What follows belongs to an exercise in optimizing a design on an open flow for small area; a production flow would make more cautious choices.
The RTL was checked by simulation tests, not by an equivalence proof against the original design.
No activity file was given, so power comes from the tool's default toggle rates.

==> design/flow/design.v <==
module hvsync_generator(
input       clk,
input       reset,
input [11:0]h_fporch,
input [11:0]h_sync,
input [11:0]h_bporch,
input [11:0]v_fporch,
input [11:0]v_sync,
input [11:0]v_bporch,
output     vga_hs,
output     vga_vs,
output     vga_blank,
output  reg[11:0]CounterY,
output  reg[11:0]CounterX
);
wire [11:0]h_total;
assign h_total = 11'd640+h_fporch+h_sync+h_bporch;
reg [11:0]h_counter;
reg VGA_HS_o;
reg VGA_BLANK_HS_o;
always @(posedge clk)begin
if (reset) h_counter <= 0;
else begin
if (h_counter  < (h_total-1) ) h_counter <= h_counter+1;
else h_counter <= 0;
end
end
reg hs_next, blank_hs_next;
always @(*)begin
{blank_hs_next,hs_next} = {VGA_BLANK_HS_o,VGA_HS_o};
case(h_counter)
                        0:{blank_hs_next,hs_next}=2'b01;
                 h_fporch:{blank_hs_next,hs_next}=2'b00;
          h_fporch+h_sync:{blank_hs_next,hs_next}=2'b01;
 h_fporch+h_sync+h_bporch:{blank_hs_next,hs_next}=2'b11;
endcase
end
always @(posedge clk)begin
if (reset) {VGA_BLANK_HS_o,VGA_HS_o} <= 2'b00;
else {VGA_BLANK_HS_o,VGA_HS_o} <= {blank_hs_next,hs_next};
end
wire hs_en = hs_next & ~VGA_HS_o;
wire [11:0]v_total;
assign v_total = 11'd480+v_fporch+v_sync+v_bporch;
reg [11:0]v_counter;
reg VGA_VS_o;
reg VGA_BLANK_VS_o;
always @(posedge clk)begin
if (reset) v_counter <= 0;
else if (hs_en) begin
if (v_counter < (v_total-1)) v_counter <= v_counter+1; 
else v_counter <= 0;
end
end
reg vs_next, blank_vs_next;
always @(*)begin
{blank_vs_next,vs_next} = {VGA_BLANK_VS_o,VGA_VS_o};
case(v_counter)
                        0:{blank_vs_next,vs_next}=2'b01;
                 v_fporch:{blank_vs_next,vs_next}=2'b00;
          v_fporch+v_sync:{blank_vs_next,vs_next}=2'b01;
 v_fporch+v_sync+v_bporch:{blank_vs_next,vs_next}=2'b11;
endcase
end
always @(posedge clk)begin
if (reset) {VGA_BLANK_VS_o,VGA_VS_o} <= 2'b00;
else if (hs_en) {VGA_BLANK_VS_o,VGA_VS_o} <= {blank_vs_next,vs_next};
end
assign vga_hs=VGA_HS_o;
assign vga_vs=VGA_VS_o;
assign vga_blank=VGA_BLANK_VS_o & VGA_BLANK_HS_o;
always @(posedge clk)begin
if (reset) CounterX <= 0;
else begin
if(!VGA_BLANK_HS_o)CounterX <= 0;
else CounterX <= CounterX+1;
end
end
always @(posedge clk)begin
if (reset) CounterY <= 0;
else if (hs_en) begin
if(!VGA_BLANK_VS_o)CounterY <= 0;
else CounterY <= CounterY+1;
end
end
endmodule
module main(
	output [3:0]VGA_R,
	output [3:0]VGA_G,
	output [3:0]VGA_B,
	input CLOCK_25,
	input reset,
	input [3:0]KEY,
	output VGA_HS,
	output VGA_VS
);
reg [9:0] ballX;
reg [8:0] ballY;
reg [8:0] PaddlePosition;
wire inDisplayArea;
wire [11:0] CounterX;
wire [11:0] CounterY;
	hvsync_generator vga0(
		.clk      (CLOCK_25),
		.reset    (reset),
		.h_fporch (12'd16),
		.h_sync   (12'd96),
		.h_bporch (12'd48),
		.v_fporch (12'd10),
		.v_sync   (12'd10),
		.v_bporch (12'd33),
		.vga_hs   (VGA_HS),
		.vga_vs   (VGA_VS),
		.vga_blank(inDisplayArea),
		.CounterY(CounterY),
		.CounterX(CounterX)
	);
wire paddle = (CounterX>=PaddlePosition+8) && (CounterX<=PaddlePosition+120) && (CounterY[8:3]==59);
wire border = (CounterX[9:3]==0) || (CounterX[9:3]==79) || (CounterY[8:3]==0) ;
wire BouncingObject = border | paddle;
reg start;
localparam stpoint = 180;
wire p =  CounterX >= stpoint +   0 && CounterX <= stpoint +   5 &&  CounterY >= 100 && CounterY <= 130 || CounterX >= stpoint + 5 &&  CounterX <= stpoint + 25 && ( CounterY >= 100 && CounterY <=105 || CounterY >=115 && CounterY <=120) ||(CounterX>= stpoint + 20 && CounterX <= stpoint + 25 && CounterY>=100 && CounterY <=120 );
wire a = (CounterX >= stpoint +  60 && CounterX <= stpoint +  65 ||  CounterX >= stpoint + 80 && CounterX <= stpoint + 85) && CounterY >= 100 && CounterY <= 130 || CounterX >= stpoint +60 &&  CounterX<=stpoint +85 && ( CounterY >=100 && CounterY <=105 || CounterY >=115 && CounterY <=120);
wire u = (CounterX >= stpoint + 120 && CounterX <= stpoint + 125 ||  CounterX >= stpoint + 140 && CounterX <= stpoint + 145) && CounterY >= 100 && CounterY <= 130 || CounterX >= stpoint + 125 &&  CounterX<= stpoint +145 &&  CounterY >=125 && CounterY <=130;
wire s =  CounterX >= stpoint + 180 && CounterX <= stpoint + 205 && (CounterY >= 100 && CounterY <=105 || CounterY >= 115 && CounterY <=120 || CounterY >= 125 && CounterY <= 130) || CounterX >= stpoint + 180 &&  CounterX<= stpoint + 185 && CounterY >=105 && CounterY <=115 || CounterX >= stpoint + 200 &&  CounterX<= stpoint + 205 && CounterY >=115 && CounterY <=125;
wire e =  CounterX >= stpoint + 240 && CounterX <= stpoint + 265 && (CounterY >= 100 && CounterY <=105 || CounterY >= 115 && CounterY <=120 || CounterY >= 125 && CounterY <= 130) || CounterX >= stpoint + 240 && CounterX <= stpoint + 245 && CounterY >= 100 && CounterY <= 130;
wire pause = (p | a | u | s | e ) & !start;
reg [16:0]speed;
wire nextpos = (speed == 0);
reg over;
always @(posedge CLOCK_25)
begin
	if (reset) begin
		speed <= 0;
		start <= 0;
	end else begin
		speed <= speed + 1;
		if(over) start <= 0;
		else if(~KEY[3]) start <= 1;
	end
end
reg [6:0]boost;  
reg [21:0]clock06s;
always @(posedge CLOCK_25)
begin
	if (reset) begin
		clock06s <= 0;
		boost <= 7'd1;
	end else begin
		clock06s <= clock06s + 1;
		if(clock06s == 0)
			if(boost != 5'd31)
				if(~KEY[0] & KEY[1] | KEY[0] & ~KEY[1] )
					boost <= boost + 1;
				else
					boost <= 1;
	end
end
reg [8:0] paddle_up;
reg [8:0] paddle_next;
always @(*)
begin
	paddle_up = PaddlePosition;
	if(~KEY[0])
		if(PaddlePosition  > (9'd511 - boost))
			paddle_up = 9'd511;
		else
			paddle_up = PaddlePosition + boost;
	paddle_next = paddle_up;
	if(~KEY[1])
		if(paddle_up  < boost)
			paddle_next = 0;
		else
			paddle_next = paddle_up - boost;
end
always @(posedge CLOCK_25)
begin
	if (reset)
		PaddlePosition <= 255;
	else if (nextpos) begin
		if(over)
			PaddlePosition <= 255;
		else if(start)
			PaddlePosition <= paddle_next;
	end
end
reg ball_inX, ball_inY;
always @(posedge CLOCK_25)
if (reset) ball_inX <= 0;
else begin
	if(ball_inX==0) ball_inX <= (CounterX==ballX) & ball_inY; else ball_inX <= !(CounterX==ballX+16);
end
always @(posedge CLOCK_25)
if (reset) ball_inY <= 0;
else begin
	if(ball_inY==0) ball_inY <= (CounterY==ballY); else ball_inY <= !(CounterY==ballY+16);
end
wire ball = ball_inX & ball_inY;
reg CollisionX1, CollisionX2, CollisionY1, CollisionY2;
always @(posedge CLOCK_25) if(reset | nextpos | over) CollisionX1<=0; else if(BouncingObject & (CounterX==ballX   ) & (CounterY==ballY+ 8)) CollisionX1<=1;
always @(posedge CLOCK_25) if(reset | nextpos | over) CollisionX2<=0; else if(BouncingObject & (CounterX==ballX+16) & (CounterY==ballY+ 8)) CollisionX2<=1;
always @(posedge CLOCK_25) if(reset | nextpos | over) CollisionY1<=0; else if(BouncingObject & (CounterX==ballX+ 8) & (CounterY==ballY   )) CollisionY1<=1;
always @(posedge CLOCK_25) if(reset | nextpos | over) CollisionY2<=0; else if(BouncingObject & (CounterX==ballX+ 8) & (CounterY==ballY+16)) CollisionY2<=1;
reg ball_dirX, ball_dirY;
always @(posedge CLOCK_25) 
begin
	if (reset)
	begin
		ballY <= 456; ballX <= 310; over <= 0;
		ball_dirX <= 0; ball_dirY <= 0;
	end
	else if (nextpos)
	begin
	if(ballY > 460)
	begin
		ballY <= 456; ballX <= 310; over <= 1;
	end
	else
	begin
		over <= 0;
		if(start)
		begin
			if(~(CollisionX1 & CollisionX2))
			begin
			if(CollisionY2)  
				ballX <= ballX + (ball_dirX ? -boost : boost);
			else
				ballX <= ballX + (ball_dirX ? -1 : 1);
				if(CollisionX2) ball_dirX <= 1; else if(CollisionX1) ball_dirX <= 0;
			end
			if(~(CollisionY1 & CollisionY2))
			begin
				ballY <= ballY + (ball_dirY ? -1 : 1);
				if(CollisionY2) ball_dirY <= 1; else if(CollisionY1) ball_dirY <= 0;
			end
		end
	end
	end
end
wire R = BouncingObject | ball | pause;
wire G = BouncingObject;
wire B = BouncingObject;
assign  VGA_R = {4{R}} & {4{inDisplayArea}};
assign  VGA_G = {4{G}} & {4{inDisplayArea}};
assign  VGA_B = {4{B}} & {4{inDisplayArea}};
endmodule
==> design/flow/run.sh <==
#!/bin/bash
# synth_recipe.tcl (not shown) runs the flow's synth.tcl, then flattens the netlist and writes it again
# the make line also repeats each setting of config.mk as NAME=value (left out here)
make -C /OpenROAD-flow-scripts/flow DESIGN_CONFIG=/design/flow/config.mk WORK_HOME=/design/flow/orfs CLKGATE_MAP_FILE= SYNTH_SCRIPT=/design/flow/synth_recipe.tcl finish
==> design/flow/config.mk <==
export PLATFORM = sky130hd
export DESIGN_NAME = main
export DESIGN_NICKNAME = main
export VERILOG_FILES = /design/flow/design.v
export SDC_FILE = /design/flow/constraint.sdc
export NUM_CORES = 4
export LEC_CHECK = 0
export CAP_MARGIN = 20
export CORE_MARGIN = 2
export CORE_UTILIZATION = 40
export SLEW_MARGIN = 20
==> design/flow/constraint.sdc <==
create_clock -name core_clock -period 40.0 [get_ports {CLOCK_25}]
set_input_delay 8.0000 -clock core_clock [delete_from_list [all_inputs] [get_ports {CLOCK_25}]]
set_output_delay 8.0000 -clock core_clock [all_outputs]
set_load 0.01 [all_outputs]
==> flow_summary_export.csv <==
group,metric,value,unit
synth,synth-async-reset-ratio,0,%
critical_path,path_max_fanout,8,
pwr,power_frac_comb,18.3,%
cells_and_area,syn2layout_area_growth,9.48,%
critical_path,reg2regPathDepth,16,
sta,max_freq,0.0835,GHz
sta,setup_viol,0,
pwr,power.density,34.5,mW/mm^2
routing,vias_per_cell,5.48,
cells_and_area,final_layout_size_suffix_gt1_share,4.44,%
sta,post-route-min-period,11.97,ns
floorplanning,die_w,160,microns
pwr,power_frac_seq,38.9,%
clock_tree,path_clk_slew,0.06,ns
synth,postSynthAreaPerCell,7.81,sq um
synth,synth_ff_type,"dfxtp_1",
critical_path,reg2reg_from,"boost[4]",
routing,drc,0,
critical_path,path_delay_family,"compound AO/OA/AOI/OAI gates",
synth,yosysTopAreaCell,"dfxtp_1",
floorplanning,die_area,0.0256,sq mm
synth,yosysWarningCount,2,
floorplanning,initial_core_util,40.4,%
sta,rsz0062_at_grt,"no",
clock_tree,ctsHoldBuffers,0,
routing,drt-initial-drc-count,508,
pwr,net-switching-power,113,uW
routing,drt_first_pass_iters,6,
global_route,grt_pass1_vias,8003,
floorplanning,core-area,0.0241,sq mm
hold_path,holdCritStartpoint,"clock06s[0]",
sta,finalHoldViolations,0,
critical_path,worst-path-buf-inv,2,
routing,wire_per_inst,14.7,microns
synth,synth_edf_count,0,
pwr,peakVddDrop,0.0275,mV
routing,drt-total-wl,23.0,mm
sta,setup_tns,0,ns
critical_path,worstReg2RegEnd,"PaddlePosition[8]",
critical_path,crit_type,"reg2out",
clock_tree,clk_path_buf_depth,2,
job,maxCapViolations,0,
floorplanning,num_rows,57,
clock_tree,cts_made_buffers,17,
status,status,"finished clean",
pwr,leakage,4.07,nW
global_route,groute.usage.overall,18.1,%
synth,ys_types,77,
routing,via_count,8561,
pwr,p_clk_share,42.8,%
clock_tree,clockRootBuffer,"clkbuf_16",
clock_tree,cts-resized-gates,0,
critical_path,worstSetupStartpoint,"PaddlePosition[3]",
clock_tree,worstSkewPairLatency,0.43,ns
synth,synth_area_leaders,"dfxtp_1, ha_1, xnor2_1",
critical_path,rrSetupSlack,35.81,ns
clock_tree,cts_tree,"done",
critical_path,worst-path-stages,12,
synth,yosys_register_bits,136,
sta,slew_violations,0,
clock_tree,cts.sinks,136,
pwr,sw_frac_of_total,30.7,%
routing,final_antenna_net_count,0,
sta,worst_pin_slew,0.942,ns
critical_path,crit_chain,"inv_1 > ha_1 > nand3_1 > nand3_1 > ha_1 > nand4_1 > nor2_1 > a211oi_1 > a22oi_1 > o31ai_1 > and2_1 > clkdlybuf4s50_1",
placed_design,port_buffers,18,
critical_path,end_kind,"output pin",
global_route,grt_max_degree,73,
sta,fin_skew,0.0165,ns
sta,maxSlewHeadroom,36.5,%
critical_path,endpoint,"VGA_G[0]",
synth,synth_common_cells,"nor2_1, dfxtp_1, nand2_1",
critical_path,slowest_delay,0.60,ns
hold_path,hold_path.class,"reg2reg",
pwr,p_int,255,uW
cells_and_area,antenna_cells,0,
global_route,grt_pass1_wl,38.7,mm
sta,finalCritPeriodShare,29.9,%
synth,syn_area,0.00974,sq mm
synth,yosysMostFrequentCell,"nor2_1",
sta,hold_ws,0.461,ns
synth,syn_inst,1247,
placed_design,gp_congestion,0.835,
global_route,grt_antenna_before_repair,0,
placed_design,hpwl,16.6,mm
critical_path,crit_required,32.00,ns
clock_tree,cts.htree.levels,4,
global_route,grt-ovfl-total,0,
floorplanning,die_h,160,microns
clock_tree,cts_setup_buffers,0,
synth,yosysSeqAreaShare,28.0,%
critical_path,cp.arrival,3.97,ns
cells_and_area,fin_nets,1311,
synth,yosys.area.top_type_share,28.0,%
critical_path,crit_path_start_kind,"flip-flop",
critical_path,cp_slowest_cell,"clkdlybuf4s50_1",
floorplanning,ioPinCount,20,
## area by class of cell
class	count	area (sq um)
clock buffer	17	425
clock inverter	15	156
fill	2462	13400
inverter	72	270
multi-input combinational	978	6490
sequential	136	2720
tap	324	405
timing repair buffer	20	190
## kinds of logic (layout without fill, tap and decap cells)
| kind of cell | count (synthesis) | after routing | synth area share (%) |
|---|---|---|---|
| AOI/OAI and AO/OA | 254 | 254 | 17.8 |
| adders and majority gates | 80 | 80 | 10.6 |
| muxes | 10 | 10 | 1.04 |
| other | 1 | 2 | 0.0385 |
| DFF | 136 | 136 | 28.0 |
| and+or+nand+nor | 504 | 504 | 25.4 |
| buffers and inverters | 134 | 124 | 5.62 |
| xor gates and xnor gates | 128 | 128 | 11.5 |
## state kept, by name, indices dropped and copies added (netlist names), 7 cells and up
| signal | flops |
|---|---|
| ballX | 10 |
| vga0.CounterX | 12 |
| boost | 7 |
| clock06s | 22 |
| vga0.h_counter | 12 |
| speed | 17 |
| ballY | 9 |
| vga0.v_counter | 12 |
| vga0.CounterY | 12 |
| PaddlePosition | 9 |
## per-layer routing
layer  wire, microns  track usage (%)  vias to the layer above
met1           11200             24.4                     4007
met4             384             6.06                        0
met2           10600             29.5                      135
met3             731             2.81                       27
met5               0                0                        -
li1                -                -                     4392
## power by group through the flow
stage | clock network, mW | logic (mW) | registers (mW)
floorplan | 0 | 0.0543 | 0.144
global placement | 0 | 0.0656 | 0.146
detailed placement | 0 | 0.0670 | 0.146
CTS | 0.161 | 0.0673 | 0.143
global route | 0.166 | 0.0764 | 0.144
finish | 0.158 | 0.0674 | 0.143
## stage by stage
stage,total power [mW],util (%),cell area (sq um),instances,setup slack (ns)
floorplan,0.199,-,9740,1248,29.34
global placement,0.212,41.8,10100,1530,28.48
detailed placement,0.213,41.8,10100,1530,28.46
CTS,0.371,44.2,10600,1562,27.98
global route,0.386,44.2,10700,1562,27.75
finish,0.368,44.2,10700,1562,28.03
## worst min path at each step
stage	slack (ns)	cells after the start	endpoint
CTS	0.47	1	clock06s[0]
detailed placement	0.45	1	clock06s[0]
global route	0.50	2	speed[16]
finish	0.46	1	clock06s[0]
global placement	0.44	1	clock06s[0]
floorplan	0.43	1	clock06s[0]
## cells in the final DEF, fill, tap and decap left out, types with 37 or more instances in the layout
master,count
a21oi_1,51
o21ai_0,57
ha_1,76
dfxtp_1,136
nor2_1,162
inv_1,72
xor2_1,47
nor3_1,37
nand2_1,94
xnor2_1,81
nand3_1,55
## worst reg2reg max path: cells and delay by family (launching register included)
family | cells | cell delay [ns]
flip-flops | 1 | 0.42
AND/OR/NAND/NOR | 4 | 0.51
multiplexers | 1 | 0.23
AO/OA/AOI/OAI | 7 | 1.86
buffers and inverters | 1 | 0.09
adder cells (fa/ha/maj) | 3 | 1.05

port drivers added, routing unchanged:
The results above use ideal ports. As a check the final layout listed here was re-extracted and re-timed, cells and wires unchanged. Step 1, drivers: a clkbuf_16 drives CLOCK_25 and a buf_2 each remaining input, both assumed. Step 2, shift: input delay + t, output delay - t, t = (earliest + latest rising clock arrival at the registers) / 2. This alone moves slack from input paths to output paths. a / b / c = ideal ports / drivers / drivers and shift; a / b = the first two.
shift t [ns]: 0.464
setup WS [ns]: 28.029 / 27.985 / 28.448
worst register clock-pin slew, ns: 0.07 / 0.07
worst slew at a driven data input, ns: 0.03
After both steps setup and hold are still met in this run. The setup slack of this run moves by -0.044 ns with the drivers and by +0.419 ns with both steps.
